From an optimization exercise on the open Yosys and OpenROAD flow, aimed at small area and a short achievable clock period; shortcuts taken in it are not production practice. At most, simulation tests tie the RTL to the original design; equivalence was not proved.

==> flow/design.v (excerpt) <==
module Butterfly_Unit (
    input clk,
    input reset,
    input [1:0] operation,   
    input valid_in,
    input [11:0] a_in,
    input [11:0] b_in,
    input [11:0] zeta,
    output reg [11:0] a_out,
    output reg [11:0] b_out,
    output reg valid_out
);
Settings: LEC_CHECK=0, CAP_MARGIN=20, CELL_PAD_IN_SITES_DETAIL_PLACEMENT=0, CELL_PAD_IN_SITES_GLOBAL_PLACEMENT=0, CORE_MARGIN=2, CORE_UTILIZATION=55, CTS_CLUSTER_SIZE=24, SETUP_SLACK_MARGIN=3.0, SLEW_MARGIN=20, TNS_END_PERCENT=0; clock period 6.5 ns.
run.sh (not shown) runs the stock make flow with config.mk's settings and CLKGATE_MAP_FILE= SYNTH_SCRIPT=/design/flow/synth_recipe.tcl, a recipe that flattens the netlist after the stock synthesis.
Edit:
--- a/flow/config.mk
+++ b/flow/config.mk
@@ -13 +13 @@
-export CTS_CLUSTER_SIZE = 24
+export GPL_TIMING_DRIVEN = 0
=> The new run finished clean; worst setup slack loses 93 ps; non-clock buffer count increases by 36; synthesized cell count does not change; routed wire length falls slightly; final cell count grows slightly; utilization went up by 0.31 points; count of clock-buffer cells in the layout is lower by 1.
Edit:
--- a/flow/config.mk
+++ b/flow/config.mk
@@ -12,2 +12,2 @@
-export CORE_UTILIZATION = 55
-export GPL_TIMING_DRIVEN = 0
+export CORE_UTILIZATION = 70
+export PLACE_DENSITY = 0.8
- clock-buffer cell count is unchanged
- via count grows by 5.7%
- design area shrinks by 0.40%

---

Setup of build 74:
Starting RTL as in the previous note.
Settings: LEC_CHECK=0, CAP_MARGIN=5, CELL_PAD_IN_SITES_DETAIL_PLACEMENT=0, CELL_PAD_IN_SITES_GLOBAL_PLACEMENT=0, CORE_MARGIN=2, CORE_UTILIZATION=55, SETUP_SLACK_MARGIN=3.0, SLEW_MARGIN=5, TNS_END_PERCENT=0; clock period 6.5 ns.
For build 40, these inputs were changed with respect to build 74:
- swapping 5 for 20 in CAP_MARGIN
- swapping 55 for 45 in CORE_UTILIZATION
- swapping 5 for 20 in SLEW_MARGIN
## What came out
- The design area in build 40 was lower than what build 74 gave.
- Taking build 74 as the reference, in build 40 cell depth of the worst min-delay path was more or less identical, total wire length after detailed routing lost about 3.5%, number of signal-net buffers in the layout went down, peak fanout along the critical path increased 7.
diff inputs: build 40 => build 52
- CORE_UTILIZATION now 55, was 45
Results
Build 52: non-clock buffer count is about 17% higher than what build 40 reported. Worst setup slack on build 52 is ahead of build 40. The via count of build 52 was inferior to that of build 40. Register-to-register slack for build 52 is higher than for build 40.
Input-level comparison between build 85 and build 52:
- ABC_AREA now 1, previously not set
==> notes.md <==
Changes observed in build 85 relative to build 52: post-place instance area picked up an extra 5.9%, wire length after detailed routing picked up an extra 0.90%, die span in x picked up an extra about 2.8%.
Build 85 — via count 11% higher, build 52 as reference
The run showing the smaller first-pass GRT wire length is build 52.
Final cell area: build 85 below build 52
### build 85 -> build 24
- ABC_AREA no longer set, was 1
- SETUP_SLACK_MARGIN now 2.85, was 3.0
--- outcome ---
- From build 85 to build 24 the numbers moved as follows: setup slack went down by 0.054 ns, number of library cell types mapped by synthesis picked up an extra 30, final area -260 um2.
- Most frequent standard cell in the layout excluding fill and tap cells = sky130_fd_sc_hd__nand2_1: build 85; most frequent standard cell in the layout excluding fill and tap cells = sky130_fd_sc_hd__dfxtp_1: build 24
What build 28 does differently from build 24 at the input level:
- SETUP_SLACK_MARGIN changed from 2.85 to 2.7
- TNS_END_PERCENT removed (was 0)
## What came out
Build 28 ran to completion and came out clean on the timing, design-rule and antenna checks. In build 28, the critical path depth came out 3 above the value in build 24. The run showing the greater met1 routed wirelength after detailed routing is build 24. Weighted congestion reported at the end of routability-driven placement, build 28 vs build 24: down slightly. Summary of build 28 over build 24: number of remaining DRC errors level. The met2 wire length in build 28 sits 5.0% above the value recorded for build 24. Routed wire length, build 28 and build 24: lower on build 24.

---

Butterfly_Unit, a different RTL version from the one above (not shown whole).
Size in the first run: about 190 flip-flops, roughly 66 I/O pins, roughly 0.014 mm2 of cells after synthesis.
Settings: LEC_CHECK=0, CAP_MARGIN=20, CELL_PAD_IN_SITES_DETAIL_PLACEMENT=0, CELL_PAD_IN_SITES_GLOBAL_PLACEMENT=0, CORE_MARGIN=2, CORE_UTILIZATION=55, SETUP_SLACK_MARGIN=2.85, SLEW_MARGIN=20, TNS_END_PERCENT=0; clock period 6.5 ns.
standard.sh (not shown) runs the stock make flow with config.mk's settings and CLKGATE_MAP_FILE= SYNTH_SCRIPT=/design/flow/synth_recipe.tcl, a recipe that flattens the netlist after the stock synthesis.
==> flow/flow/run.sh <==
#!/bin/bash
# The standard layout (standard.sh), except that the buffers buffer_ports puts on
# every input and output port are sky130_fd_sc_hd__buf_2 cells instead of its default pick,
# and the resizer may swap a cell for any other of the same function (MATCH_CELL_FOOTPRINT=0).
# ORFS writes each step's log under orfs/logs/; standard.sh's own output goes to standard.log.
set -euo pipefail
export BUFFER_PORTS_ARGS="-buffer_cell sky130_fd_sc_hd__buf_2"
bash standard.sh MATCH_CELL_FOOTPRINT=0 finish > standard.log 2>&1
Change:
==> flow/flow/run.sh (replaced) <==
#!/bin/bash
# The standard layout (standard.sh), except that the buffers buffer_ports puts on
# every input and output port are sky130_fd_sc_hd__buf_2 cells instead of its default pick.
# ORFS writes each step's log under orfs/logs/; standard.sh's own output goes to standard.log.
set -euo pipefail
export BUFFER_PORTS_ARGS="-buffer_cell sky130_fd_sc_hd__buf_2"
bash standard.sh finish > standard.log 2>&1
Settings changed: CORE_UTILIZATION 55 to 62.
- The new run completed with no timing, DRC or antenna violations
- wire length fell by about 1.7%
- synthesized area does not change
- via count climbs by 0.73%
- synthesized cell count does not change
- maximum frequency hardly moves
Change:
==> flow/run.sh (new file) <==
#!/bin/bash
# synth_recipe.tcl (not shown) runs the flow's synth.tcl, then flattens the netlist and writes it again
# the make line also repeats each setting of config.mk as NAME=value (left out here)
make -C /OpenROAD-flow-scripts/flow DESIGN_CONFIG=/design/flow/config.mk WORK_HOME=/design/flow/orfs CLKGATE_MAP_FILE= SYNTH_SCRIPT=/design/flow/synth_recipe.tcl finish
Settings changed: CORE_UTILIZATION 62 to 55.
removed: flow/flow/run.sh
removed: flow/standard.sh
The changed run passed the timing, design-rule and antenna checks.
Design area went up by 3.4%.
Critical path depth is higher by 8.
First-iteration DRC count decreases by 13%.
Worst setup slack is better by 0.0064 ns.
Clock-buffer cell count is unchanged.
Non-clock buffer count rose by 12.
Via count hardly moves.
Hold slack barely changes.
Wire length grows by 2.8%.
Change:
Settings changed: SETUP_SLACK_MARGIN 2.85 to 3.0.
Result: Global-route usage grows by 0.35 points.
Change:
==> flow/flow/run.sh (new file) <==
#!/bin/bash
# The standard layout (standard.sh), except that the buffers buffer_ports puts on
# every input and output port are sky130_fd_sc_hd__buf_2 cells instead of its default pick.
# ORFS writes each step's log under orfs/logs/; standard.sh's own output goes to standard.log.
set -euo pipefail
export BUFFER_PORTS_ARGS="-buffer_cell sky130_fd_sc_hd__buf_2"
bash standard.sh finish > standard.log 2>&1
==> flow/standard.sh (new file) <==
#!/bin/bash
# synth_recipe.tcl (not shown) runs the flow's synth.tcl, then flattens the netlist and writes it again
# the make line also repeats each setting of config.mk as NAME=value (left out here)
make -C /OpenROAD-flow-scripts/flow DESIGN_CONFIG=/design/flow/config.mk WORK_HOME=/design/flow/orfs CLKGATE_MAP_FILE= SYNTH_SCRIPT=/design/flow/synth_recipe.tcl "${@:-finish}"
Settings changed: CORE_UTILIZATION 55 to 50, SETUP_SLACK_MARGIN 3.0 to 2.95.
removed: flow/run.sh
What happened: The new run went through all stages and came out clean. Design area falls by 4.7%. Final cell count rises by 1.2%. First-iteration DRC count falls by 3.2%. Via count falls by 1.8%. Wire length falls by 4.4%. Maximum frequency falls by 0.39%. Core utilization falls by 8.9 points.

---

Setup of v19:
Another version of the RTL of Butterfly_Unit (not shown whole).
For scale: roughly 1700 cells after synthesis, roughly 200 flip-flops, ~66 I/O pins.
Settings: LEC_CHECK=0, CAP_MARGIN=20, CORE_MARGIN=2, CORE_UTILIZATION=40, SETUP_SLACK_MARGIN=2.8, SLEW_MARGIN=20; clock period 6.5 ns.
run.sh (not shown) runs the stock make flow with config.mk's settings and CLKGATE_MAP_FILE= SYNTH_SCRIPT=/design/flow/synth_recipe.tcl, a recipe that flattens the netlist after the stock synthesis.
Stock flow here: none of the scripts above is used.
v19 | stages: all done | timing, DRC, antenna: all pass
What v37 does differently from v19 at the input level:
- SETUP_SLACK_MARGIN changed from 2.8 to 2.4
==> notes.md <==
- Between v19 and v37, ratio of final minimum period to clock period increased.
- Summary of v37 over v19: final hold slack now sits lower.
- [v37 vs v19] met3 wire length: higher in v37
- In v37, met2 capacity usage during global routing is lower than in v19.
- Comparing v37 against v19, there is no change at all in area after synthesis.
- v37 vs v19: sequential portion of the cell area up
- Maximum net fanout on the critical path: v37 > v19
No run of this note included a check of the RTL's function; only the layout flow was run.

---

## run A
RTL: one of the versions met above, not the one the previous note started from.
Size: ~1600 cells after synthesis, roughly 190 flip-flops, roughly 66 I/O pins.
Settings: LEC_CHECK=0, CAP_MARGIN=20, CELL_PAD_IN_SITES_DETAIL_PLACEMENT=0, CELL_PAD_IN_SITES_GLOBAL_PLACEMENT=0, CORE_MARGIN=2, CORE_UTILIZATION=55, SETUP_SLACK_MARGIN=2.85, SLEW_MARGIN=20, TNS_END_PERCENT=0; clock period 6.5 ns.
standard.sh (not shown) runs the stock make flow with config.mk's settings and CLKGATE_MAP_FILE= SYNTH_SCRIPT=/design/flow/synth_recipe.tcl, a recipe that flattens the netlist after the stock synthesis.
==> flow/flow/run.sh <==
#!/bin/bash
# The standard layout (standard.sh), except that the buffers buffer_ports puts on
# every input and output port are sky130_fd_sc_hd__buf_2 cells instead of its default pick.
# ORFS writes each step's log under orfs/logs/; standard.sh's own output goes to standard.log.
set -euo pipefail
export BUFFER_PORTS_ARGS="-buffer_cell sky130_fd_sc_hd__buf_2"
bash standard.sh finish > standard.log 2>&1
Having completed the whole flow, run A delivered a layout that passed the timing, design-rule and antenna checks.
Changes in run B relative to run A:
--- a/flow/config.mk
+++ b/flow/config.mk
@@ -13 +13 @@
-export SETUP_SLACK_MARGIN = 2.85
+export SETUP_SLACK_MARGIN = 2.7
==> comparison <==
Summary of run B over run A: fraction of area in multi-input gates grew by 0.64 points, area growth from synthesis to layout shrank by 1.1 points, minimum setup slack in the final design shrank by 0.093 ns.
Diff run A -> run B: post-route clock period utilization up 1.4 points; met1 routed wirelength after detailed routing down 0.41%; average detailed-routed wire length per instance flat; non-clock buffer count down 20.
In terms of clock-pin slew of the registers on the worst-case setup and hold paths, run A and run B differ only marginally.
Run B reports its start point of the critical path as xs3[1] while run A reports px2[11].
The flow did not stop early for run B: all stages ran, and the layout cleared the timing, design-rule and antenna checks.
Run B vs run A, register fraction of the total cell area went up by 0.22 points.
The maximum clock insertion buffer count was comparable across run A and run B.
## Diff of input files: run C against run B
--- a/flow/config.mk
+++ b/flow/config.mk
@@ -13 +13 @@
-export SETUP_SLACK_MARGIN = 2.7
+export SETUP_SLACK_MARGIN = 3.0
Results
On share of the yosys chip area belonging to registers, run B tracks run C almost exactly.
Run B has a lower final standard cell utilization of the core than run C.
Higher global-route wire length before repair goes to run C over run B.
Compared with run B, in run C shortest clock period the worst path allows after layout shrank by 0.13 ns, setup slack grew by 0.13 ns, arrival time at the worst endpoint shrank by 0.16 ns.
Depth of the most critical reg-to-reg path is lower on run B
The inputs of run D differ from those of run C as listed below.
--- a/flow/config.mk
+++ b/flow/config.mk
@@ -13 +13,2 @@
-export SETUP_SLACK_MARGIN = 3.0
+export CTS_BUF_LIST = sky130_fd_sc_hd__clkbuf_4 sky130_fd_sc_hd__clkbuf_8 sky130_fd_sc_hd__clkbuf_16
+export SETUP_SLACK_MARGIN = 2.85
### Flow results
- The startpoint-to-endpoint class of the critical path comes out reg -> reg in one run and in -> reg in the other, namely in run D and run C respectively.
- Pre-CTS setup slack ends up lower on run D.
- On number of global-route vias before repair, run D and run C are basically level.
- Summary — fill cell total of the finished layout, run D relative to run C: higher, by 14.
- Side by side, critical path depth turned out lower in run D than in run C.
- Diff run C -> run D: pin slew with the least headroom to its limit grew by 0.068 ns.
- The non-filler instance count after layout of run D and that of run C are within noise of each other.

---

RTL: one of the versions met above, not the one the previous note started from.
Size: roughly 200 flip-flops, about 66 I/O pins.
clock: 6.5 ns
lec_check: 0
cap_margin: 20
cell_pad_in_sites_detail_placement: 0
cell_pad_in_sites_global_placement: 0
core_margin: 2
core_utilization: 55
setup_slack_margin: 3.3
slew_margin: 20
tns_end_percent: 10
run.sh (not shown) runs the stock make flow with config.mk's settings and CLKGATE_MAP_FILE= SYNTH_SCRIPT=/design/flow/synth_recipe.tcl, a recipe that flattens the netlist after the stock synthesis.
Stock flow here: none of the scripts above is used.
Rerun with:
SETUP_SLACK_MARGIN = 3.15   (was 3.3)
TNS_END_PERCENT = 0   (was 10)
Effect: The changed run ran to the end with no violations; setup slack is worse by 0.014 ns; utilization decreases by 1.8 points; routed wire length decreases by 2.2%; sequential cell count stays the same.

---

Another version of the RTL of Butterfly_Unit (not shown whole).
Size in the first run: ~1600 cells after synthesis, about 200 flip-flops, roughly 66 I/O pins.
clock: 6.5 ns
lec_check: 0
cap_margin: 20
cell_pad_in_sites_detail_placement: 0
cell_pad_in_sites_global_placement: 0
core_margin: 2
core_utilization: 55
setup_slack_margin: 3.3
slew_margin: 20
tns_end_percent: 0
Rerun with:
Settings changed: SETUP_SLACK_MARGIN 3.3 to 3.0.
=> Wire length stays the same. Global-route usage stays the same. Maximum frequency does not change. Register-to-register slack is about the same. Final area stays the same.
Rerun with:
Settings changed: TNS_END_PERCENT 0 to not set.
What happened:
- The changed run went through all stages and came out clean
- routed wire length rose by 8.7%
- synthesized cell count does not change
- maximum frequency barely changes
- register-to-register slack is about the same
- core utilization climbs by 5.5 points
Function was not checked in any run of this note: the RTL went through the layout flow alone.

---

== run 1 ==
Butterfly_Unit, a different RTL version from the one above (not shown whole).
Size: about 200 flip-flops, about 66 I/O pins, roughly 17000 sq um of cells after synthesis.
clock: 6.5 ns
lec_check: 0
cap_margin: 20
core_margin: 2
core_utilization: 65
place_density: 0.75
setup_slack_margin: 2.7
slew_margin: 20
#### Input delta (run 2 over run 1)
--- a/flow/config.mk
+++ b/flow/config.mk
@@ -10,3 +10,2 @@
-export CORE_UTILIZATION = 65
-export PLACE_DENSITY = 0.75
-export SETUP_SLACK_MARGIN = 2.7
+export CORE_UTILIZATION = 40
+export SETUP_SLACK_MARGIN = 2.5
[summary]
- Sort run 1 and run 2 by starting utilization of the core area desc -> top: run 1
- Relative to run 1, total routed wire length on the met1 layer has increased by 4.9% in run 2.
- Compared with run 1, in run 2 wire length +about 0.6%, global router's overall resource usage went down 10 points.
- Run 2: no failed stages, no open violations at the end
The following lists how run 3 was set up differently from run 2:
--- a/flow/config.mk
+++ b/flow/config.mk
@@ -8,0 +9,2 @@
+export CELL_PAD_IN_SITES_DETAIL_PLACEMENT = 0
+export CELL_PAD_IN_SITES_GLOBAL_PLACEMENT = 0
@@ -10,2 +12,2 @@
-export CORE_UTILIZATION = 40
-export SETUP_SLACK_MARGIN = 2.5
+export CORE_UTILIZATION = 55
+export SETUP_SLACK_MARGIN = 2.7
The area taken by flip-flops and latches of run 2 and that of run 3 are within noise of each other. The final cell count reported for run 3 is smaller than that of run 2 by about 5.4%. Relative to run 2, the multi-input combinational area share of run 3 is higher by 0.64 points. Run 3 ends up with a final critical delay including setup and external delays that is 0.18 ns lower than in run 2. Die area: run 3 vs run 2 down 27%. Taking run 2 as the reference, in run 3 worst path setup slack after routing higher.
Inputs modified between run 3 and run 4:
--- a/flow/config.mk
+++ b/flow/config.mk
@@ -13 +13 @@
-export SETUP_SLACK_MARGIN = 2.7
+export SETUP_SLACK_MARGIN = 3.0
@@ -14,0 +15 @@
+export TNS_END_PERCENT = 0
--- outcome ---
Diff run 3..run 4 | total core area | unchanged. Run 3 → run 4: core utilization +1.8 points, number of cells on the critical path -1, flip-flop and latch count ~0 delta.

==> static timing again, ports no longer ideal <==
How much do the figures lean on ideal ports? The routed layouts below were timed once more, with nothing changed but the port constraints.
Step 1, drivers: a clkbuf_16 drives clk and a buf_2 each remaining input, both assumed.
Step 2 adds t to the input delays and takes it off the output delays; t is the mean of the earliest and latest rising clock arrival at the registers after step 1. Input paths then give back, and output paths get back, about the clock's delay inside the block.
Three values: no drivers, after step 1, after step 2; two values: the first two.
run | t, ns | slack for setup (ns) | latest minus earliest clock arrival (ns)
the first run of note 1 | 0.482 | 2.913 / 2.913 / 2.520 | 0.021 / 0.022
the second run of note 1 | 0.487 | 2.820 / 2.820 / 2.474 | 0.014 / 0.014
the third run of note 1 | 0.498 | 2.775 / 2.775 / 2.430 | 0.016 / 0.016
build 74 | 0.482 | 2.913 / 2.913 / 2.520 | 0.021 / 0.022
build 40 | 0.495 | 2.852 / 2.878 / 2.383 | 0.015 / 0.016
build 52 | 0.482 | 2.913 / 2.913 / 2.520 | 0.021 / 0.022
build 85 | 0.494 | 2.801 / 2.801 / 2.456 | 0.018 / 0.018
build 24 | 0.477 | 2.747 / 2.747 / 2.414 | 0.013 / 0.013
build 28 | 0.480 | 2.771 / 2.771 / 2.320 | 0.015 / 0.015
the first run of note 3 | 0.486 | 2.886 / 2.886 / 2.458 | 0.020 / 0.021
the second run of note 3 | 0.490 | 2.882 / 2.882 / 2.423 | 0.020 / 0.020
the third run of note 3 | 0.485 | 2.889 / 2.916 / 2.431 | 0.019 / 0.019
the fourth run of note 3 | 0.485 | 2.907 / 2.940 / 2.454 | 0.018 / 0.017
the fifth run of note 3 | 0.489 | 2.893 / 2.893 / 2.510 | 0.014 / 0.014
v19 | 0.506 | 2.613 / 2.613 / 2.423 | 0.017 / 0.017
v37 | 0.499 | 2.532 / 2.532 / 2.119 | 0.013 / 0.013
run A | 0.486 | 2.884 / 2.884 / 2.430 | 0.020 / 0.021
run B | 0.489 | 2.791 / 2.791 / 2.368 | 0.022 / 0.022
run C | 0.484 | 2.917 / 2.921 / 2.455 | 0.019 / 0.019
run D | 0.486 | 2.884 / 2.884 / 2.430 | 0.020 / 0.021
the first run of note 6 | 0.483 | 2.857 / 2.857 / 2.525 | 0.018 / 0.017
the second run of note 6 | 0.486 | 2.843 / 2.843 / 2.493 | 0.017 / 0.016
the first run of note 7 | 0.483 | 2.729 / 2.741 / 2.265 | 0.016 / 0.015
the second run of note 7 | 0.483 | 2.729 / 2.741 / 2.265 | 0.016 / 0.015
the third run of note 7 | 0.485 | 2.740 / 2.740 / 2.277 | 0.016 / 0.016
run 1 | 0.499 | 2.814 / 2.814 / 2.413 | 0.028 / 0.028
run 2 | 0.504 | 2.702 / 2.702 / 2.238 | 0.019 / 0.019
run 3 | 0.502 | 2.887 / 2.887 / 2.408 | 0.014 / 0.014
run 4 | 0.495 | 3.002 / 3.002 / 2.641 | 0.018 / 0.018
After both steps every run listed still meets setup and hold. For run 3, which loses most, drivers alone change the setup slack by 0.000 ns; drivers and shift together by -0.479 ns.
